Background: an optimization exercise with open tools, aiming at small area, a short achievable clock period and few clock cycles. Do not read the settings as production practice.
The RTL was checked by simulation tests, not by an equivalence proof against the original design.
Power figures rest on the tool's default switching activity, not on a simulated workload.

## flow/design.v (module list and top-level ports; edited modules follow where they fit)
// module mod_mult_m_14: 337 lines
// module flag_reg: 8 lines
// module fa_cell: 10 lines
// module pfx34: 173 lines
// module pfx17: 73 lines
// module pfx14: 57 lines
// module pfx20: 87 lines
// module systolic_mm: 122 lines
// module mod_red: 233 lines
module systolic_mm (
    input clk,
    input rst_n,
    input in_valid,
    input in_last,
    input [55:0] a_col,
    input [55:0] b_row,
    output reg out_valid,
    output reg [55:0] out_data
);
  // ...
==> flow/flow/run.sh <==
#!/bin/bash
set -euo pipefail
export BUFFER_PORTS_ARGS="-buffer_cell sky130_fd_sc_hd__buf_4"
bash standard.sh finish > standard_flow.log 2>&1
==> flow/standard.sh <==
#!/bin/bash
# synth_recipe.tcl (not shown) runs the flow's synth.tcl, then flattens the netlist and writes it again
# the make line also repeats each setting of config.mk as NAME=value (left out here)
make -C /OpenROAD-flow-scripts/flow DESIGN_CONFIG=/design/flow/config.mk WORK_HOME=/design/flow/orfs CLKGATE_MAP_FILE= SYNTH_SCRIPT=/design/flow/synth_recipe.tcl "${@:-finish}"
==> flow/config.mk <==
export PLATFORM = sky130hd
export DESIGN_NAME = systolic_mm
export DESIGN_NICKNAME = systolic_mm
export VERILOG_FILES = /design/flow/design.v
export SDC_FILE = /design/flow/constraint.sdc
export NUM_CORES = 4
export LEC_CHECK = 0
export ABC_CLOCK_PERIOD_IN_PS = 3000
export CAP_MARGIN = 20
export CORE_MARGIN = 2
export CORE_UTILIZATION = 50
export CTS_CLUSTER_DIAMETER = 80
export CTS_CLUSTER_SIZE = 30
export SETUP_SLACK_MARGIN = 4.5
export SLEW_MARGIN = 20
export SYNTH_HIERARCHICAL = 1
export SYNTH_MINIMUM_KEEP_SIZE = 0
==> flow/constraint.sdc <==
create_clock -name core_clock -period 7.5 [get_ports {clk}]
set_input_delay 1.5000 -clock core_clock [delete_from_list [all_inputs] [get_ports {clk}]]
set_output_delay 1.5000 -clock core_clock [all_outputs]
set_load 0.01 [all_outputs]
==> impl_metrics.py, run 1 <==
metrics = {
    "die": {
        "initial_core_util_pct": 50.2,
        "die_w_um": 566,
    },
    "status": {
        "status": "finished clean",
    },
    "power_and_ir_drop": {
        "power.total_mw": 92.6,
        "clkPwrFrac_pct": 10.0,
        "ir_worst_vdd_uv": 297,
        "p_leak_nw": 71.8,
        "switching_share_pct": 47.0,
        "p_clk_mw": 9.30,
        "power_switching_mw": 43.5,
    },
    "final_layout": {
        "multiInputGateArea_mm2": 0.112,
        "fillers": 25800,
        "multi_input_gates": 10300,
        "largestClassByArea": "multi-input combinational cells",
        "clock_cell_area_share_pct": 3.03,
        "clockBufferCount": 157,
        "nFlopsAndLatches": 2065,
        "stdcell_count": 18200,
    },
    "clocking": {
        "clk_pin_slew_ps": 100,
        "clockBufferDepth": 4,
        "clk_latency_ps": 910,
    },
    "global_route": {
        "met3_usage_pct": 12.9,
        "grt_max_degree": 65,
        "grt_pass1_wl_mm": 782,
        "antenna_found_initial": 54,
        "use_met1_pct": 47.5,
        "gr-usage-all-layers_pct": 32.7,
    },
    "setup_path": {
        "crit_path_start": "g_red[0].u_red.u_fin_cl.q[0]$_DFF_P_",
        "path_max_fanout": 17,
        "crit_required_ps": 8230,
    },
    "route": {
        "vias_per_cell": 6.23,
        "wl_met3_mm": 81.7,
        "ant_nets": 0,
        "top_layer": "met5",
    },
    "timing": {
        "min_period_ps": 3110,
        "fmaxAchievable_ghz": 0.321,
        "drv_slew": 0,
    },
    "synthesis": {
        "synth_nets": 17200,
    },
    "worst_hold_path": {
        "hold_depth": 0,
        "hold_path_end": "a3_d2[4]$_DFF_P_",
    },
    "placed_design": {
        "gp_congestion": 0.990,
        "io_buffers": 172,
        "pre_cts_slack_ps": 3830,
    },
    "flow_run": {
        "max_cap_viol_count": 0,
    },
}
Testbench counts, summed over its fixed seeds: cycles 6,216.
==> run 2: changes to the inputs <==
--- a/flow/config.mk
+++ b/flow/config.mk
@@ -9,8 +9,9 @@
 export CAP_MARGIN = 20
 export CORE_MARGIN = 2
-export CORE_UTILIZATION = 50
+export CORE_UTILIZATION = 70
 export CTS_CLUSTER_DIAMETER = 80
 export CTS_CLUSTER_SIZE = 30
-export SETUP_SLACK_MARGIN = 4.5
+export PLACE_DENSITY = 0.78
+export SETUP_SLACK_MARGIN = 4.45
 export SLEW_MARGIN = 20
 export SYNTH_HIERARCHICAL = 1
==> run 2 against run 1 <==
Final area down 5.2%. Area after synthesis stayed put. Global-route usage up 9.7 points. Non-clock buffer count decreased by 267. Sequential power about the same. Power shrank 3.0%. Via count rose by 0.50%. Setup slack got worse by 38 ps. First-iteration DRC count rose by 12%. Combinational power down 2%. Utilization rose by 19 points. Clock power fell by 13%. Critical endpoint is now g_row[1].g_col[1].u_mac.acc_s[16]$_DFF_P_. Largest power group unchanged. Highest routed layer unchanged.
==> impl_metrics.py, run 2 <==
metrics = {
    "power_and_ir_drop": {
        "switching_share_pct": 47.2,
        "p_leak_nw": 68.8,
        "p_per_area_mw_per_mm2": 528,
        "power_switching_mw": 42.4,
        "comb_power_share_pct": 65.3,
        "power.total_mw": 89.8,
        "intPower_mw": 47.4,
        "pwr-share-seq_pct": 25.7,
        "ir_worst_vdd_uv": 297,
        "clkPwrFrac_pct": 9.0,
    },
    "die": {
        "die_height_um": 479,
        "rows": 174,
        "die-area_mm2": 0.229,
        "die_w_um": 479,
        "core-area_mm2": 0.224,
        "initial_core_util_pct": 70.3,
        "io_pins": 173,
    },
    "placed_design": {
        "io_buffers": 172,
        "place_area_mm2": 0.157,
        "gp_congestion": 1.05,
        "dp_hpwl_mm": 350,
    },
    "clocking": {
        "cts_tree": "built",
        "clockBufferDepth": 3,
        "cts_buffers": 117,
        "cts_hold_buf": 0,
        "cts.root.buffer_cell": "clkbuf_16",
        "clk_latency_ps": 860,
        "clkSinkCount": 2065,
        "clk_pin_slew_ps": 110,
        "cts_max_level": 3,
    },
    "setup_path": {
        "worstSetupStartpointType": "register",
        "path_buf_inv": 1,
        "arrival_ps": 3900,
        "reg2reg_from": "u_e1_d1a.q[12]$_DFF_P_",
        "slowest_stage": "fa_1",
        "cp_common_cell": "fa_1",
        "endpoint_kind": "register",
        "crit_required_ps": 8240,
        "rr_worst_depth": 7,
        "rrSetupSlack_ps": 4350,
        "path_max_fanout": 14,
        "path_class": "reg -> reg",
        "path_cells": "buf_12, a22oi_1, xnor2_1, fa_1, fa_1, fa_1, fa_1",
        "regToRegEndpoint": "g_row[1].g_col[1].u_mac.acc_s[16]$_DFF_P_",
        "crit_family": "adder cells",
        "cpPeakStageDelay_ps": 520,
    },
    "timing": {
        "tns_ps": 0,
        "finalSetupViolations": 0,
        "skew_ps": 52.9,
        "period_share_pct": 42.0,
        "rsz0062_at_grt": "true",
        "tightestPinTransition_ps": 1150,
        "final-hold-violation-count": 0,
        "drv_slew": 0,
        "fmaxAchievable_ghz": 0.317,
        "min_period_ps": 3150,
        "timing.slew.headroom_pct": 23.5,
    },
    "global_route": {
        "antenna_found_initial": 41,
        "grt_pass1_wl_mm": 732,
        "grt_max_degree": 65,
        "gr-usage-all-layers_pct": 42.4,
        "grt_pass1_vias": 117000,
        "grt_overflow_total": 0,
    },
    "synthesis": {
        "synthCells": 14100,
        "yosysWarningCount": 12,
        "synth_nets": 17200,
        "avgSynthCellArea_um2": 11.2,
        "syn-cell-area_mm2": 0.158,
    },
    "route": {
        "ant_nets": 0,
        "vias": 114000,
        "wl_per_cell_um": 31.2,
        "vias_per_cell": 6.83,
        "finalWirelength_mm": 520,
        "drc": 0,
        "firstDrtPassIters": 9,
        "first_iter_violations": 16400,
    },
    "final_layout": {
        "layout_commonest_cell": "fa_1",
        "layout_common_cells": "2146 x fa_1, 1814 x a22oi_1, 1720 x xnor2_1, 1570 x dfxtp_1, 768 x ha_1",
        "final_layout_size_suffix_gt1_share_pct": 14.0,
        "syn_to_final_growth_pct": 7.72,
        "final_cell_area_mm2": 0.170,
        "fillers": 14400,
        "seqCellArea_mm2": 0.0427,
        "multiInputGateArea_mm2": 0.109,
        "fin_nets": 16700,
        "top_regs": "g_row.g_col.u_mac.acc_c x544, g_row.g_col.u_mac.acc_s x544, g_red.u_red.x_r x136",
    },
    "worst_hold_path": {
        "hp-class": "reg -> reg",
        "min-delay-start": "a3_d1[12]$_DFF_P_",
        "hold_depth": 0,
        "hold_path_end": "a3_d2[12]$_DFF_P_",
    },
    "status": {
        "status": "finished clean",
    },
    "flow_run": {
        "max_cap_viol_count": 0,
    },
}
==> run 2: per-stage QoR <==
| step | std cells | hold slack [ps] | utilization, % | setup WS, ps |
|---|---|---|---|---|
| after floorplan | 14100 | 310 | - | 4330 |
| after global placement | 16200 | 315 | 69.9 | 3910 |
| after detailed placement | 16200 | 316 | 69.9 | 3850 |
| after CTS | 16500 | 340 | 72.8 | 4450 |
| after global routing | 16700 | 344 | 75.8 | 4350 |
| final | 16700 | 337 | 75.8 | 4350 |
==> run 2: power groups by stage <==
stage / logic [mW] / clock network [mW] / registers, mW
global route: 66.0 / 8.52 / 23.3
floorplan: 41.8 / 0 / 19.4
CTS: 56.4 / 8.14 / 22.3
finish: 58.6 / 8.11 / 23.1
global placement: 52.1 / 0 / 22.4
detailed placement: 55.6 / 0 / 22.4
==> run 2: cell type report <==
type	count	share of cell area, %
clock inverter	90	0.798
clock buffer	130	1.83
timing repair buffer	563	4.97
sequential	2065	25.1
multi-input combinational	10300	63.9
inverter	510	1.13
tap	2992	2.20
antenna	20	0.0294
==> run 2: worst max path at each step <==
stage / startpoint / cells past startpoint / endpoint
finish: u_e1_d1a.q[12]$_DFF_P_ / 7 / g_row[1].g_col[1].u_mac.acc_s[16]$_DFF_P_
global route: g_red[1].u_red.x_r[23]$_DFF_P_ / 10 / g_red[1].u_red.f0_r[7]$_DFF_P_
CTS: u_e0_d0b.q[11]$_DFF_P_ / 7 / g_row[0].g_col[2].u_mac.acc_s[14]$_DFF_P_
detailed placement: u_e3_d3b.q[8]$_DFF_P_ / 6 / g_row[3].g_col[2].u_mac.acc_s[15]$_DFF_P_
global placement: u_e3_d3b.q[8]$_DFF_P_ / 6 / g_row[3].g_col[3].u_mac.acc_s[15]$_DFF_P_
floorplan: a_col[13] / 7 / u_e0_d0a.q[17]$_DFF_P_
==> run 2: repair_timing <==
action	CTS	global route
resized for setup	649	1053
setup buffers	20	76
pin swaps	6	196
cloned	3	94
endpoints found under the setup margin	612	416
==> run 2: metal layers <==
| metal | GRT usage, % | vias up | wire (um) |
|---|---|---|---|
| met2 | 59.0 | 8792 | 213000 |
| met5 | 1.55 | - | 467 |
| met1 | 57.6 | 57100 | 190000 |
| met4 | 12.4 | 26 | 26500 |
| li1 | - | 46200 | - |
| met3 | 21.9 | 1787 | 90100 |
==> run 2: worst reg2reg max path: stages, from the launching register on <==
cell and delay (ps):
dfxtp_4 410, buf_12 170, a22oi_1 330, xnor2_1 220
fa_1 520, fa_1 450, fa_1 460, fa_1 470
==> run 3: changes to the inputs <==
--- a/flow/config.mk
+++ b/flow/config.mk
@@ -9,9 +9,9 @@
 export CAP_MARGIN = 20
 export CORE_MARGIN = 2
-export CORE_UTILIZATION = 70
+export CORE_UTILIZATION = 65
 export CTS_CLUSTER_DIAMETER = 80
 export CTS_CLUSTER_SIZE = 30
-export PLACE_DENSITY = 0.78
-export SETUP_SLACK_MARGIN = 4.45
+export PLACE_DENSITY = 0.72
+export SETUP_SLACK_MARGIN = 4.4
 export SLEW_MARGIN = 20
 export SYNTH_HIERARCHICAL = 1
==> run 3 against run 2 <==
Largest power group unchanged. Flip-flop and latch count unchanged. Combinational power decreased by 2%. Still clean. Critical path type unchanged. Synthesized cell count unchanged. Global-route usage decreased by 2.2 points. Worst hold slack got worse by 8.4 ps.
==> impl_metrics.py, run 3 <==
metrics = {
    "setup_path": {
        "crit_required_ps": 8220,
        "path_cells": "a22oi_1, nand2_1, ha_1, nand3_1, o22ai_2, a41o_1, a31o_1, xor2_1",
        "endpoint_kind": "register",
        "crit_path_start": "g_red[1].u_red.u_fin_cl.q[1]$_DFF_P_",
        "path_max_fanout": 17,
        "crit_family": "compound AO/OA/AOI/OAI gates",
        "path_class": "reg -> reg",
        "arrival_ps": 3970,
        "worstSetupStartpointType": "register",
        "slowest_stage": "a22oi_1",
        "path_buf_inv": 0,
        "cpPeakStageDelay_ps": 940,
        "reg2reg_from": "g_red[1].u_red.u_fin_cl.q[1]$_DFF_P_",
    },
    "global_route": {
        "grt_pass1_wl_mm": 742,
        "gr-usage-all-layers_pct": 40.2,
        "grt_pass1_vias": 114000,
        "antenna_found_initial": 33,
        "grt_overflow_total": 0,
        "grt_max_degree": 65,
    },
    "timing": {
        "min_period_ps": 3250,
        "fmaxAchievable_ghz": 0.308,
        "skew_ps": 46.9,
        "timing.slew.headroom_pct": 26.1,
        "drv_slew": 0,
        "final-hold-violation-count": 0,
        "rsz0062_at_grt": "true",
        "hold_slack_ps": 328,
        "tightestPinTransition_ps": 1110,
        "period_share_pct": 43.3,
        "finalSetupViolations": 0,
        "tns_ps": 0,
    },
    "route": {
        "vias_per_cell": 6.58,
        "first_iter_violations": 14100,
        "vias": 110000,
        "drc": 0,
        "firstDrtPassIters": 10,
        "ant_nets": 0,
        "wl_per_cell_um": 30.4,
        "finalWirelength_mm": 509,
    },
    "placed_design": {
        "io_buffers": 172,
        "placed_cells": 16400,
        "dp_hpwl_mm": 367,
        "gp_congestion": 1.06,
    },
    "final_layout": {
        "layout_common_cells": "2206 x fa_1, 1885 x a22oi_1, 1751 x xnor2_1, 1639 x dfxtp_1, 771 x ha_1",
        "top_regs": "g_row.g_col.u_mac.acc_c x544, g_row.g_col.u_mac.acc_s x544, g_red.u_red.x_r x136",
        "layout_commonest_cell": "fa_1",
        "fin_nets": 16600,
        "stdcell_count": 16800,
        "syn_to_final_growth_pct": 5.89,
        "final_layout_size_suffix_gt1_share_pct": 11.5,
    },
    "clocking": {
        "cts.root.buffer_cell": "clkbuf_16",
        "clk_pin_slew_ps": 120,
        "clk_latency_ps": 870,
        "cts_buffers": 137,
        "cts_tree": "built",
        "clockBufferDepth": 3,
        "clkSinkCount": 2065,
        "cts_max_level": 4,
        "cts_hold_buf": 0,
    },
    "flow_run": {
        "max_cap_viol_count": 0,
    },
    "die": {
        "io_pins": 173,
        "rows": 180,
        "initial_core_util_pct": 65.5,
        "die-area_mm2": 0.247,
        "die_height_um": 497,
        "core-area_mm2": 0.241,
        "die_w_um": 497,
    },
    "synthesis": {
        "synthCells": 14100,
        "yosysWarningCount": 12,
        "synth_nets": 17200,
        "syn-cell-area_mm2": 0.158,
        "avgSynthCellArea_um2": 11.2,
    },
    "power_and_ir_drop": {
        "ir_worst_vdd_uv": 330,
        "power.total_mw": 90.0,
        "p_per_area_mw_per_mm2": 539,
        "p_leak_nw": 67.7,
    },
    "worst_hold_path": {
        "min-delay-start": "a3_d1[7]$_DFF_P_",
        "hp-class": "reg -> reg",
    },
    "status": {
        "status": "finished clean",
    },
}
## run 3: path summary, 6_finish.rpt
| kind | endpoint | slack, ps | cells after the start |
|---|---|---|---|
| min in group asynchronous | st_d[0]$_DFF_PN0_ | 480 | 1 |
| max reg2reg | g_red[1].u_red.x_r[11]$_DFF_P_ | 4250 | 8 |
| min | a3_d2[7]$_DFF_P_ | 330 | 0 |
| max | g_red[1].u_red.x_r[11]$_DFF_P_ | 4250 | 8 |
| max in group asynchronous | ls_d[0]$_DFF_PN0_ | 6800 | 1 |
| min reg2reg | a3_d2[7]$_DFF_P_ | 330 | 0 |
## run 3: worst reg2reg max path, cell delays in order (launching register included)
cell     delay, ps
dfxtp_1        530
a22oi_1        940
nand2_1        120
ha_1           400
nand3_1        140
o22ai_2        230
a41o_1         280
a31o_1         180
xor2_1         300
## run 3: power breakdown
group | leakage [nW] | switching (mW) | total (mW) | internal [mW]
logic | 47.7 | 31.7 | 57.7 | 26.0
registers | 17.5 | 5.95 | 23.3 | 17.4
clock network | 2.53 | 4.96 | 9.02 | 4.06
## run 3: layout make-up
cell class                      instances  area [um2]
Sequential cell                      2065       42400
Clock buffer                          151        3680
Tap cell                             3185        3990
Clock inverter                         97        1580
Multi-Input combinational cell      10300      108000
Timing Repair Buffer                  434        5720
Fill cell                           17600       73800
Antenna cell                           20        50.0
Inverter                              510        1910
## run 3: per-layer routing
layer	wire length (um)	GRT usage [%]
met1	200000	55.8
met2	201000	53.5
met3	91300	23.0
met4	15600	10.3
met5	437	0.560
## run 3: through the flow
stage                     worst slack, ps  cell area, um2  utilization [%]
after floorplan                      4330          158000                -
after global placement               3830          157000             65.2
after detailed placement             3900          157000             65.2
after CTS                            4330          164000             68.0
after global routing                 4200          167000             69.4
final                                4250          167000             69.4
## run 3: repair_timing
action / CTS / global route
setup endpoints to repair: 577 / 380
hold endpoints to repair: 0 / 0
gates cloned: 0 / 33
setup buffers: 14 / 21
gates resized for setup: 526 / 714
pin swaps: 5 / 62
==> run 4: changes to the inputs <==
--- a/flow/config.mk
+++ b/flow/config.mk
@@ -9,8 +9,8 @@
 export CAP_MARGIN = 20
 export CORE_MARGIN = 2
-export CORE_UTILIZATION = 65
+export CORE_UTILIZATION = 60
 export CTS_CLUSTER_DIAMETER = 80
 export CTS_CLUSTER_SIZE = 30
-export PLACE_DENSITY = 0.72
+export PLACE_DENSITY = 0.68
 export SETUP_SLACK_MARGIN = 4.4
 export SLEW_MARGIN = 20
==> run 4 against run 3 <==
Routed wire length grew 0.21%. Flip-flop and latch count is the same. Via count is essentially flat. Combinational power is essentially flat. Count of clock-buffer cells in the layout grew 1. Critical path type unchanged. Critical endpoint is now g_red[3].u_red.x_r[22]$_DFF_P_.
==> impl_metrics.py, run 4 <==
metrics = {
    "timing": {
        "fmaxAchievable_ghz": 0.321,
        "rsz0062_at_grt": "true",
        "tns_ps": 0,
        "final-hold-violation-count": 0,
        "period_share_pct": 41.6,
        "min_period_ps": 3120,
        "drv_slew": 0,
        "tightestPinTransition_ps": 1060,
        "timing.slew.headroom_pct": 29.1,
        "finalSetupViolations": 0,
        "hold_slack_ps": 330,
        "skew_ps": 53.7,
    },
    "setup_path": {
        "path_max_fanout": 17,
        "cpPeakStageDelay_ps": 770,
        "path_class": "reg -> reg",
        "crit_required_ps": 8140,
        "path_cells": "a22oi_1, nand2_1, ha_1, and3_1, a22oi_1, o21bai_1, xor2_1",
        "slowest_stage": "xor2_1",
        "path_buf_inv": 0,
        "arrival_ps": 3760,
        "worstSetupStartpointType": "register",
        "crit_family": "compound AO/OA/AOI/OAI gates",
        "endpoint_kind": "register",
        "cp_common_cell": "a22oi_1",
    },
    "final_layout": {
        "fillers": 20400,
        "layout_commonest_cell": "fa_1",
        "top_regs": "g_row.g_col.u_mac.acc_c x544, g_row.g_col.u_mac.acc_s x544, g_red.u_red.x_r x136",
        "syn_to_final_growth_pct": 6.47,
        "final_util_pct": 64.1,
        "final_layout_size_suffix_gt1_share_pct": 12.1,
        "stdcell_count": 17100,
        "fin_nets": 16600,
        "layout_common_cells": "2198 x fa_1, 1887 x a22oi_1, 1750 x xnor2_1, 1615 x dfxtp_1, 770 x ha_1",
    },
    "die": {
        "initial_core_util_pct": 60.3,
        "die_w_um": 517,
        "rows": 188,
        "die-area_mm2": 0.267,
        "io_pins": 173,
        "die_height_um": 517,
        "core-area_mm2": 0.262,
    },
    "global_route": {
        "met3_usage_pct": 16.8,
        "grt_max_degree": 65,
        "antenna_found_initial": 35,
        "grtUsageMet2_pct": 50.8,
        "gr-usage-all-layers_pct": 37.1,
        "busiest_layer": "met1",
        "grt_pass1_wl_mm": 739,
        "grt_overflow_total": 0,
        "grt_pass1_vias": 115000,
        "use_met1_pct": 52.5,
    },
    "clocking": {
        "clk_pin_slew_ps": 100,
        "cts_buffers": 136,
        "cts_hold_buf": 0,
        "cts_max_level": 4,
        "clk_latency_ps": 880,
        "clkSinkCount": 2065,
        "cts_tree": "built",
        "cts.root.buffer_cell": "clkbuf_16",
        "clockBufferDepth": 3,
    },
    "power_and_ir_drop": {
        "p_per_area_mw_per_mm2": 532,
        "p_leak_nw": 68.0,
        "ir_worst_vdd_uv": 303,
    },
    "route": {
        "first_iter_violations": 14100,
        "drc": 0,
        "wl_per_cell_um": 29.8,
        "finalWirelength_mm": 510,
        "firstDrtPassIters": 7,
        "ant_nets": 0,
        "vias": 110000,
        "vias_per_cell": 6.44,
    },
    "worst_hold_path": {
        "hp-class": "reg -> reg",
    },
    "synthesis": {
        "syn-cell-area_mm2": 0.158,
        "yosysWarningCount": 12,
        "synth_nets": 17200,
        "synthCells": 14100,
        "avgSynthCellArea_um2": 11.2,
    },
    "placed_design": {
        "io_buffers": 172,
        "placed_cells": 16800,
        "gp_congestion": 1.02,
        "dp_hpwl_mm": 361,
    },
    "flow_run": {
        "max_cap_viol_count": 0,
    },
    "status": {
        "status": "finished clean",
    },
}
==> run 4: cell count changes in the layout (fill, tap and decap cells not counted), sizes merged <==
cell      before  now
buf          381  411
clkbuf       204  220
clkinv        35   32
clkinvlp       2    4
diode         20   12
inv          568  572
==> run 4: area by class of cell <==
| cell class | count | area, um2 | area share [%] |
|---|---|---|---|
| clock buffers | 152 | 3640 | 2.17 |
| multi-input cells | 10300 | 108000 | 64.2 |
| clock inverters | 100 | 1420 | 0.842 |
| well taps | 3515 | 4400 | 2.62 |
| repair buffers | 479 | 6390 | 3.80 |
| diodes | 12 | 30.0 | 0.0179 |
| inverters | 510 | 1910 | 1.14 |
| flip-flops and latches | 2065 | 42400 | 25.2 |
==> run 4: final timing paths <==
path / startpoint / endpoint / slack, ps / cells past startpoint
max: g_red[3].u_red.u_fin_sl.q[2]$_DFF_P_ / g_red[3].u_red.x_r[22]$_DFF_P_ / 4380 / 7
min: a2_d0[11]$_SDFF_PN0_ / a2_d1[11]$_DFF_P_ / 330 / 0
max reg2reg: g_red[3].u_red.u_fin_sl.q[2]$_DFF_P_ / g_red[3].u_red.x_r[22]$_DFF_P_ / 4380 / 7
min reg2reg: a2_d0[11]$_SDFF_PN0_ / a2_d1[11]$_DFF_P_ / 330 / 0
max in group asynchronous: rst_n / ls_d[2]$_DFF_PN0_ / 6690 / 1
min in group asynchronous: rst_n / ls_d[1]$_DFF_PN0_ / 530 / 1
==> run 4: through the flow <==
stage / total power, mW / setup slack [ps] / area, um2
after CTS: 87.9 / 4370 / 164000
after floorplan: 61.2 / 4330 / 158000
after detailed placement: 78.5 / 3850 / 158000
after global routing: 98.1 / 4350 / 168000
after global placement: 75.8 / 3980 / 158000
final: 89.5 / 4380 / 168000
==> run 4: power by group <==
group	leakage [nW]	internal [mW]	total, mW	switching, mW
registers	17.5	17.4	23.2	5.87
logic	48.0	26.0	57.4	31.4
clock network	2.45	3.96	8.83	4.87
total	68.0	47.4	89.5	42.1
==> run 4: timing repair <==
item                       CTS  global route
buffers inserted            12            39
hold endpoints to repair     0             0
gates cloned                 0            50
setup endpoints to repair  541           367
gates resized for setup    520           765
pin swaps                    3            66
==> run 4: metal layers <==
metal  part of all wire (%)  vias to the layer above
met4                    3.0                       24
met1                     40                    56300
met5                   0.13                        -
met3                     15                      974
li1                       -                    45900
met2                     41                     7013
==> run 4: worst register-to-register path, stage by stage, from the launching register on <==
cell,delay (ps)
dfxtp_2,470
a22oi_1,480
nand2_1,130
ha_1,350
and3_1,180
a22oi_1,310
o21bai_1,210
xor2_1,770
==> run 5: changes to the inputs <==
--- a/flow/config.mk
+++ b/flow/config.mk
@@ -13,5 +13,5 @@
 export CTS_CLUSTER_SIZE = 30
 export PLACE_DENSITY = 0.68
-export SETUP_SLACK_MARGIN = 4.4
+export SETUP_SLACK_MARGIN = 4.35
 export SLEW_MARGIN = 20
 export SYNTH_HIERARCHICAL = 1
==> run 5 against run 4 <==
Via count down 0.72%. Combinational power hardly changed. Non-clock buffer count down 46. Fmax decreased by 0.57%. Count of clock-buffer cells in the layout increased by 4. Register-to-register slack got worse by 20 ps. Largest power group unchanged. Utilization decreased by 0.75 points. Critical path type unchanged. Final area down 1.2%. Global-route usage shrank 0.46 points. Area after synthesis unchanged. Routed wire length fell by 2.1%. Clock skew decreased by 13 ps.
==> impl_metrics.py, run 5 <==
metrics = {
    "timing": {
        "tns_ps": 0,
        "finalSetupViolations": 0,
        "min_period_ps": 3140,
        "period_share_pct": 41.8,
        "fmaxAchievable_ghz": 0.319,
        "timing.slew.headroom_pct": 30.3,
        "rsz0062_at_grt": "true",
        "tightestPinTransition_ps": 1050,
        "drv_slew": 0,
        "final-hold-violation-count": 0,
        "hold_slack_ps": 312,
        "skew_ps": 41.0,
    },
    "global_route": {
        "grt_pass1_wl_mm": 733,
        "grt_max_degree": 65,
        "antenna_found_initial": 24,
        "gr-usage-all-layers_pct": 36.6,
        "grt_pass1_vias": 115000,
        "grt_overflow_total": 0,
    },
    "power_and_ir_drop": {
        "power.total_mw": 88.4,
        "ir_worst_vdd_uv": 469,
        "p_per_area_mw_per_mm2": 532,
        "p_leak_nw": 67.4,
    },
    "route": {
        "vias": 109000,
        "drc": 0,
        "first_iter_violations": 12700,
        "wl_per_cell_um": 29.2,
        "vias_per_cell": 6.40,
        "firstDrtPassIters": 6,
        "finalWirelength_mm": 500,
        "ant_nets": 0,
    },
    "setup_path": {
        "path_max_fanout": 17,
        "slowest_stage": "a22oi_1",
        "rrSetupSlack_ps": 4360,
        "endpoint_kind": "register",
        "rr_worst_depth": 9,
        "worstSetupStartpointType": "register",
        "crit_required_ps": 8290,
        "path_cells": "a22oi_1, nand2_1, ha_1, and4_1, and2_1, or3b_1, a31o_2, a21boi_2, xor2_1",
        "cpPeakStageDelay_ps": 660,
        "reg2reg_from": "g_red[3].u_red.u_fin_sh.q[0]$_DFF_P_",
        "path_class": "reg -> reg",
        "arrival_ps": 3930,
        "regToRegEndpoint": "g_red[3].u_red.x_r[33]$_DFF_P_",
    },
    "synthesis": {
        "synth_nets": 17200,
        "synthCells": 14100,
        "avgSynthCellArea_um2": 11.2,
        "syn-cell-area_mm2": 0.158,
        "yosysWarningCount": 12,
    },
    "die": {
        "core-area_mm2": 0.262,
        "rows": 188,
        "initial_core_util_pct": 60.3,
        "die_w_um": 517,
        "io_pins": 173,
        "die-area_mm2": 0.267,
        "die_height_um": 517,
    },
    "worst_hold_path": {
        "hold_path_end": "a3_d1[5]$_DFF_P_",
        "hp-class": "reg -> reg",
        "min-delay-start": "a3_d0[5]$_SDFF_PN0_",
        "hold_depth": 0,
    },
    "flow_run": {
        "max_cap_viol_count": 0,
    },
    "final_layout": {
        "final_layout_size_suffix_gt1_share_pct": 10.5,
        "fin_nets": 16600,
        "syn_to_final_growth_pct": 5.23,
        "layout_common_cells": "2228 x fa_1, 1947 x a22oi_1, 1754 x xnor2_1, 1664 x dfxtp_1, 772 x ha_1",
        "layout_commonest_cell": "fa_1",
        "top_regs": "g_row.g_col.u_mac.acc_c x544, g_row.g_col.u_mac.acc_s x544, g_red.u_red.x_r x136",
    },
    "clocking": {
        "clkSinkCount": 2065,
        "clk_pin_slew_ps": 100,
        "clockBufferDepth": 3,
        "cts.root.buffer_cell": "clkbuf_16",
        "cts_buffers": 139,
        "cts_max_level": 4,
        "clk_latency_ps": 890,
        "cts_tree": "built",
    },
    "placed_design": {
        "io_buffers": 172,
        "gp_congestion": 1.00,
        "dp_hpwl_mm": 355,
    },
    "status": {
        "status": "finished clean",
    },
}
## run 5: cell count changes in the layout (fill, tap and decap cells not counted), moves of 32 or more
| cell | change |
|---|---|
| dfxtp_2 | +59 |
| clkbuf_16 | -32 |
| a22oi_1 | +60 |
| dfxtp_1 | +49 |
| dfxtp_4 | -108 |
| a22oi_2 | -60 |
## run 5: worst max-delay path: cells and delay by family, from the launching register on
| kind | cells | cell delay (ps) |
|---|---|---|
| XOR/XNOR | 1 | 190 |
| AND/OR/NAND/NOR | 4 | 920 |
| flip-flops | 1 | 480 |
| adder cells (fa/ha/maj) | 1 | 400 |
| AO/OA/AOI/OAI | 3 | 1060 |
## run 5: worst max-delay path by stage
stage | end | start | cells past startpoint
floorplan | u_e0_d0a.q[17]$_DFF_P_ | a_col[13] | 7
global placement | u_e0_d0a.q[16]$_DFF_P_ | in_valid | 8
detailed placement | u_e0_d0a.q[16]$_DFF_P_ | in_valid | 8
CTS | g_row[3].g_col[2].u_mac.acc_s[17]$_DFF_P_ | b_d3[30]$_DFF_P_ | 6
global route | g_row[0].g_col[3].u_mac.acc_s[14]$_DFF_P_ | b_d0[49]$_DFF_P_ | 6
finish | g_red[3].u_red.x_r[33]$_DFF_P_ | g_red[3].u_red.u_fin_sh.q[0]$_DFF_P_ | 9
## run 5: final cells by class
| type | instances | area [um2] |
|---|---|---|
| Clock buffer | 156 | 3760 |
| Clock inverter | 100 | 1390 |
| Antenna cell | 16 | 40.0 |
| Sequential cell | 2065 | 42100 |
| Timing Repair Buffer | 433 | 5250 |
| Fill cell | 20600 | 95900 |
| Tap cell | 3515 | 4400 |
| Multi-Input combinational cell | 10300 | 107000 |
| Inverter | 510 | 1910 |
## run 5: repair_timing
item,CTS,global route
setup buffers,15,35
pin swaps,3,17
hold endpoints to repair,0,0
gates resized for setup,443,458
gates cloned,0,15
hold buffers,0,0
endpoints found under the setup margin,487,320
## run 5: where the power goes
| part | switching, mW | internal [mW] |
|---|---|---|
| clock network | 4.87 | 4.05 |
| logic | 31.2 | 25.9 |
| registers | 4.98 | 17.4 |
## run 5: metrics by stage
step	worst slack [ps]	cell area (um2)	std cells	utilization [%]
final	4360	166000	17100	63.4
after global routing	4280	166000	17100	63.4
after CTS	4350	164000	17000	62.5
after detailed placement	3840	157000	16800	60.1
after global placement	3740	157000	16800	60.1
after floorplan	4330	158000	14100	-
## run 5: layer usage
| layer | routed length (um) | GRT usage (%) | vias to the layer above | share of wire, % |
|---|---|---|---|---|
| li1 | - | - | 45900 | - |
| met1 | 199000 | 50.1 | 55600 | 40 |
| met2 | 209000 | 51.9 | 6832 | 42 |
| met3 | 73500 | 16.1 | 1104 | 15 |
| met4 | 18100 | 12.0 | 20 | 3.6 |
| met5 | 405 | 0.469 | - | 0.081 |
==> run 6: changes to the inputs <==
--- a/flow/config.mk
+++ b/flow/config.mk
@@ -9,9 +9,9 @@
 export CAP_MARGIN = 20
 export CORE_MARGIN = 2
-export CORE_UTILIZATION = 60
+export CORE_UTILIZATION = 55
 export CTS_CLUSTER_DIAMETER = 80
 export CTS_CLUSTER_SIZE = 30
-export PLACE_DENSITY = 0.68
-export SETUP_SLACK_MARGIN = 4.35
+export PLACE_DENSITY = 0.64
+export SETUP_SLACK_MARGIN = 4.45
 export SLEW_MARGIN = 20
 export SYNTH_HIERARCHICAL = 1
==> run 6 against run 5 <==
Worst hold slack improved by 13 ps. Clock power grew 4.3%. Sequential share of layout area is 0.48 points lower. Critical path type unchanged. Highest routed layer unchanged. Critical path depth down 1. Synthesized cell count unchanged.
==> impl_metrics.py, run 6 <==
metrics = {
    "status": {
        "status": "finished clean",
    },
    "route": {
        "met2_length_mm": 214,
        "drc": 0,
        "wl_met3_mm": 80.8,
        "first_iter_violations": 13000,
        "top_layer": "met5",
        "firstDrtPassIters": 8,
        "wl_per_cell_um": 30.2,
        "vias": 110000,
        "finalWirelength_mm": 528,
        "ant_nets": 0,
        "wl_met1_mm": 214,
        "vias_per_cell": 6.31,
    },
    "die": {
        "rows": 196,
        "initial_core_util_pct": 55.3,
        "core-area_mm2": 0.285,
        "io_pins": 173,
        "die_w_um": 540,
        "die_height_um": 540,
        "die-area_mm2": 0.291,
    },
    "final_layout": {
        "top_regs": "g_row.g_col.u_mac.acc_c x544, g_row.g_col.u_mac.acc_s x544, g_red.u_red.x_r x136",
        "fillers": 22900,
        "final_layout_size_suffix_gt1_share_pct": 14.6,
        "layout_commonest_cell": "fa_1",
        "fin_nets": 16700,
        "multiInputGateArea_mm2": 0.109,
        "final_cell_area_mm2": 0.172,
        "seqCellArea_mm2": 0.0428,
        "syn_to_final_growth_pct": 9.00,
        "layout_common_cells": "2153 x fa_1, 1781 x a22oi_1, 1735 x xnor2_1, 1551 x dfxtp_1, 766 x ha_1",
    },
    "setup_path": {
        "rrSetupSlack_ps": 4390,
        "path_max_fanout": 17,
        "endpoint_kind": "register",
        "path_class": "reg -> reg",
        "rr_worst_depth": 8,
        "reg2reg_from": "g_red[0].u_red.u_fin_cl.q[0]$_DFF_P_",
        "crit_required_ps": 8260,
        "arrival_ps": 3880,
        "regToRegEndpoint": "g_red[0].u_red.x_r[9]$_DFF_P_",
        "worstSetupStartpointType": "register",
    },
    "power_and_ir_drop": {
        "p_leak_nw": 69.3,
        "power.total_mw": 90.7,
        "ir_worst_vdd_uv": 310,
        "p_per_area_mw_per_mm2": 527,
    },
    "global_route": {
        "grt_overflow_total": 0,
        "grt_max_degree": 65,
        "grt_pass1_wl_mm": 746,
        "grt_pass1_vias": 114000,
        "antenna_found_initial": 49,
        "gr-usage-all-layers_pct": 34.2,
    },
    "clocking": {
        "cts_buffers": 146,
        "clk_latency_ps": 930,
        "cts_max_level": 4,
        "cts.root.buffer_cell": "clkbuf_16",
        "cts_tree": "built",
        "clkSinkCount": 2065,
        "clockBufferDepth": 4,
        "clk_pin_slew_ps": 100,
    },
    "synthesis": {
        "syn-cell-area_mm2": 0.158,
        "yosysWarningCount": 12,
        "avgSynthCellArea_um2": 11.2,
        "synth_nets": 17200,
        "synthCells": 14100,
    },
    "timing": {
        "min_period_ps": 3110,
        "rsz0062_at_grt": "true",
        "final-hold-violation-count": 0,
        "finalSetupViolations": 0,
        "drv_slew": 0,
        "period_share_pct": 41.5,
        "fin_ws_ps": 4390,
        "skew_ps": 75.6,
        "tightestPinTransition_ps": 1250,
        "hold_slack_ps": 325,
        "fmaxAchievable_ghz": 0.321,
        "tns_ps": 0,
        "timing.slew.headroom_pct": 16.3,
    },
    "worst_hold_path": {
        "hp-class": "reg -> reg",
        "hold_path_end": "a3_d2[0]$_DFF_P_",
        "min-delay-start": "a3_d1[0]$_DFF_P_",
        "hold_depth": 0,
    },
    "placed_design": {
        "place_area_mm2": 0.158,
        "gp_congestion": 1.03,
        "dp_hpwl_mm": 365,
        "io_buffers": 172,
        "pre_cts_slack_ps": 3830,
    },
    "flow_run": {
        "max_cap_viol_count": 0,
    },
}
[run 6: worst max-delay path: stages, from the launching register on]
cell	delay, ps
dfxtp_2	460
a22oi_1	790
nand2_1	120
ha_1	280
a21oi_2	270
o22ai_2	160
a41o_1	320
a21o_1	210
xor2_1	340
[run 6: timing repair]
item	4_1_cts	5_1_grt
endpoints found under the setup margin	649	430
resized for setup	737	988
buffers inserted	19	94
hold buffers	0	0
cloned	9	83
pin swaps	7	171
[run 6: worst max-delay path by stage]
stage / start / to / depth (start not counted)
2_1_floorplan: a_col[13] / u_e0_d0a.q[17]$_DFF_P_ / 7
3_3_place_gp: u_e3_d3b.q[7]$_DFF_P_ / g_row[3].g_col[2].u_mac.acc_s[13]$_DFF_P_ / 6
3_5_place_dp: u_e3_d3b.q[7]$_DFF_P_ / g_row[3].g_col[2].u_mac.acc_s[13]$_DFF_P_ / 6
4_1_cts: out_valid$_DFF_PN0_ / out_valid / 1
5_1_grt: g_red[2].u_red.u_fin_sl.q[0]$_DFF_P_ / g_red[2].u_red.x_r[13]$_DFF_P_ / 7
6_report: g_red[0].u_red.u_fin_cl.q[0]$_DFF_P_ / g_red[0].u_red.x_r[9]$_DFF_P_ / 8
[run 6: layer usage]
| layer | up-vias | track usage (%) |
|---|---|---|
| met3 | 1031 | 15.8 |
| met2 | 6777 | 46.3 |
| li1 | 46200 | - |
| met1 | 56400 | 48.6 |
| met4 | 24 | 9.25 |
| met5 | - | 0.806 |
[run 6: where the power goes]
| group | switching, mW | total (mW) | internal [mW] | leakage [nW] |
|---|---|---|---|---|
| Combinational | 31.9 | 58.3 | 26.4 | 49.1 |
| Clock | 5.01 | 9.30 | 4.29 | 2.61 |
| Sequential | 5.65 | 23.0 | 17.4 | 17.6 |
| Total | 42.5 | 90.7 | 48.1 | 69.3 |
[run 6: layout make-up]
cell class                      count  area share (%)
Timing Repair Buffer              577            4.91
Multi-Input combinational cell  10300            63.2
Clock buffer                      160            2.26
Clock inverter                    102           0.897
Tap cell                         3762            2.74
Antenna cell                       20          0.0291
Inverter                          510            1.11
Sequential cell                  2065            24.8
[run 6: through the flow]
stage | instances | util (%)
global placement | 17000 | 55.3
detailed placement | 17000 | 55.3
CTS | 17300 | 58.1
finish | 17500 | 60.3
floorplan | 14100 | -
global route | 17500 | 60.3
==> run 7: changes to the inputs <==
--- a/flow/config.mk
+++ b/flow/config.mk
@@ -9,9 +9,9 @@
 export CAP_MARGIN = 20
 export CORE_MARGIN = 2
-export CORE_UTILIZATION = 55
+export CORE_UTILIZATION = 62
 export CTS_CLUSTER_DIAMETER = 80
 export CTS_CLUSTER_SIZE = 30
-export PLACE_DENSITY = 0.64
-export SETUP_SLACK_MARGIN = 4.45
+export PLACE_DENSITY = 0.7
+export SETUP_SLACK_MARGIN = 4.42
 export SLEW_MARGIN = 20
 export SYNTH_HIERARCHICAL = 1
==> run 7 against run 6 <==
Synthesized cell count is the same. Global-route usage rose by 4.0 points. Critical endpoint is now g_row[2].g_col[1].u_mac.acc_s[15]$_DFF_P_. Largest cell class unchanged. Area after synthesis did not move.
==> impl_metrics.py, run 7 <==
metrics = {
    "timing": {
        "tns_ps": 0,
        "skew_ps": 54.0,
        "drv_slew": 0,
        "finalSetupViolations": 0,
        "tightestPinTransition_ps": 1220,
        "period_share_pct": 41.3,
        "min_period_ps": 3100,
        "fmaxAchievable_ghz": 0.323,
        "timing.slew.headroom_pct": 18.2,
        "fin_ws_ps": 4400,
        "final-hold-violation-count": 0,
        "rsz0062_at_grt": "true",
    },
    "route": {
        "finalWirelength_mm": 516,
        "first_iter_violations": 14100,
        "vias_per_cell": 6.52,
        "ant_nets": 0,
        "drc": 0,
        "wl_per_cell_um": 30.3,
        "firstDrtPassIters": 7,
        "vias": 111000,
    },
    "clocking": {
        "clk_pin_slew_ps": 100,
        "cts_hold_buf": 0,
        "clk_latency_ps": 870,
        "cts_tree": "built",
        "clkSinkCount": 2065,
        "cts_max_level": 4,
        "cts.root.buffer_cell": "clkbuf_16",
        "clockBufferDepth": 3,
        "cts_buffers": 138,
    },
    "final_layout": {
        "syn_to_final_growth_pct": 7.36,
        "final_util_pct": 66.8,
        "fin_nets": 16700,
        "final_layout_size_suffix_gt1_share_pct": 13.0,
        "stdcell_count": 17000,
        "layout_commonest_cell": "fa_1",
        "fillers": 19100,
        "top_regs": "g_row.g_col.u_mac.acc_c x544, g_row.g_col.u_mac.acc_s x544, g_red.u_red.x_r x136",
        "layout_common_cells": "2188 x fa_1, 1843 x a22oi_1, 1748 x xnor2_1, 1588 x dfxtp_1, 770 x ha_1",
    },
    "setup_path": {
        "path_max_fanout": 34,
        "rr_worst_depth": 7,
        "path_class": "reg -> reg",
        "endpoint_kind": "register",
        "reg2reg_from": "g_row[2].g_col[1].u_mac.u_clr_s.q$_DFF_P_",
        "rrSetupSlack_ps": 4400,
        "arrival_ps": 3820,
        "regToRegEndpoint": "g_row[2].g_col[1].u_mac.acc_s[15]$_DFF_P_",
        "worstSetupStartpointType": "register",
        "crit_required_ps": 8220,
    },
    "power_and_ir_drop": {
        "intPower_mw": 47.9,
        "comb_power_share_pct": 64.5,
        "switching_share_pct": 47.0,
        "ir_worst_vdd_uv": 373,
        "p_leak_nw": 68.5,
        "clkPwrFrac_pct": 10.0,
        "power_switching_mw": 42.5,
        "power.total_mw": 90.4,
        "pwr-share-seq_pct": 25.5,
        "p_per_area_mw_per_mm2": 533,
    },
    "die": {
        "io_pins": 173,
        "die-area_mm2": 0.259,
        "rows": 185,
        "die_height_um": 509,
        "initial_core_util_pct": 62.2,
        "core-area_mm2": 0.254,
        "die_w_um": 509,
    },
    "global_route": {
        "grt_max_degree": 65,
        "grt_overflow_total": 0,
        "grt_pass1_vias": 114000,
        "gr-usage-all-layers_pct": 38.1,
        "grt_pass1_wl_mm": 735,
        "antenna_found_initial": 24,
    },
    "status": {
        "status": "finished clean",
    },
    "synthesis": {
        "synth_nets": 17200,
        "avgSynthCellArea_um2": 11.2,
        "synthCells": 14100,
        "yosysWarningCount": 12,
        "syn-cell-area_mm2": 0.158,
    },
    "worst_hold_path": {
        "hp-class": "reg -> reg",
        "min-delay-start": "a2_d0[0]$_SDFF_PN0_",
        "hold_depth": 0,
        "hold_path_end": "a2_d1[0]$_DFF_P_",
    },
    "placed_design": {
        "io_buffers": 172,
        "pre_cts_slack_ps": 3930,
        "gp_congestion": 1.03,
        "dp_hpwl_mm": 362,
        "placed_cells": 16600,
    },
    "flow_run": {
        "max_cap_viol_count": 0,
    },
}
==> run 7: how the worst max path moves through the flow <==
stage | start | endpoint | slack, ps
floorplan | a_col[13] | u_e0_d0a.q[17]$_DFF_P_ | 4330
global placement | g_red[1].u_red.x_r[22]$_DFF_P_ | g_red[1].u_red.f0_r[4]$_DFF_P_ | 3920
detailed placement | g_red[2].u_red.t_r[16]$_DFF_P_ | g_red[2].u_red.res[3]$_DFF_P_ | 3930
CTS | b_d1[25]$_DFF_P_ | g_row[1].g_col[1].u_mac.acc_s[13]$_DFF_P_ | 4370
global route | g_red[3].u_red.u_fin_ch.q[0]$_DFF_P_ | g_red[3].u_red.x_r[26]$_DFF_P_ | 4310
finish | g_row[2].g_col[1].u_mac.u_clr_s.q$_DFF_P_ | g_row[2].g_col[1].u_mac.acc_s[15]$_DFF_P_ | 4400
==> run 7: per-layer routing <==
layer | track usage, % | wire length [um] | up-vias
li1 | - | - | 46100
met1 | 53.8 | 204000 | 56500
met2 | 51.5 | 210000 | 7393
met3 | 18.4 | 82600 | 1072
met4 | 11.3 | 19000 | 12
met5 | 0.0370 | 282 | -
==> run 7: area by class of cell <==
class                           count  area [um2]  area share, %
Multi-Input combinational cell  10300      108000           63.8
Sequential cell                  2065       42600           25.1
Timing Repair Buffer              519        7320           4.32
Tap cell                         3366        4210           2.48
Clock buffer                      149        3660           2.16
Inverter                          510        1910           1.13
Clock inverter                    106        1630          0.960
Antenna cell                       10        25.0         0.0148
==> run 7: per-stage QoR <==
step | instance area (um2) | hold WS [ps]
after CTS | 164000 | 337
after global placement | 157000 | 314
final | 170000 | 334
after detailed placement | 157000 | 312
after floorplan | 158000 | 310
after global routing | 169000 | 343
==> run 7: worst max-delay path: stages, from the launching register on <==
cell and delay, ps:
dfxtp_1 340, buf_6 290, nor2b_1 110, ha_1 340, fa_1 480, fa_1 410
fa_1 530, fa_1 450
==> run 7: power by group through the flow <==
| stage | combinational [mW] | sequential (mW) | clock (mW) |
|---|---|---|---|
| 2_1_floorplan | 41.8 | 19.4 | 0 |
| 3_5_place_dp | 56.2 | 22.5 | 0 |
| 6_report | 58.3 | 23.0 | 9.06 |
| 4_1_cts | 57.0 | 22.4 | 9.15 |
| 5_1_grt | 65.9 | 23.3 | 9.53 |
| 3_3_place_gp | 53.2 | 22.5 | 0 |
==> run 7: what timing repair did <==
action,in CTS,in global routing
pin swaps,3,110
setup buffers,14,65
gates cloned,1,64
setup endpoints to repair,574,401
resized for setup,583,906

[re-timing with driven ports]
No port has a modelled driver above. Below, the same layouts with a new extraction and two added sets of constraints. Step 1 assumes that a clkbuf_16 drives the clock port and a buf_2 every other input. Step 2 moves the port delays by t, midway between the first and last clock arrival at a register: inputs arrive t later, outputs are due t later. That takes back most of the time a late clock gives input paths. Three values: ideal ports, drivers, drivers and shift; two values: the first two.
| run | shift t [ns] | setup slack, ns | clock arrival spread, ns |
|---|---|---|---|
| run 1 | 0.974 | 4.386 / 4.386 / 4.106 | 0.087 / 0.086 |
| run 2 | 0.945 | 4.348 / 4.348 / 3.961 | 0.063 / 0.063 |
| run 3 | 0.949 | 4.251 / 4.251 / 3.989 | 0.047 / 0.047 |
| run 4 | 0.946 | 4.383 / 4.383 / 4.028 | 0.059 / 0.059 |
| run 5 | 0.964 | 4.365 / 4.365 / 3.820 | 0.052 / 0.052 |
| run 6 | 0.982 | 4.385 / 4.350 / 4.010 | 0.085 / 0.085 |
| run 7 | 0.949 | 4.400 / 4.400 / 3.970 | 0.062 / 0.062 |
After both steps every run listed still meets setup and hold. For run 5, which loses most, drivers alone change the setup slack by 0.000 ns; drivers and shift together by -0.545 ns.
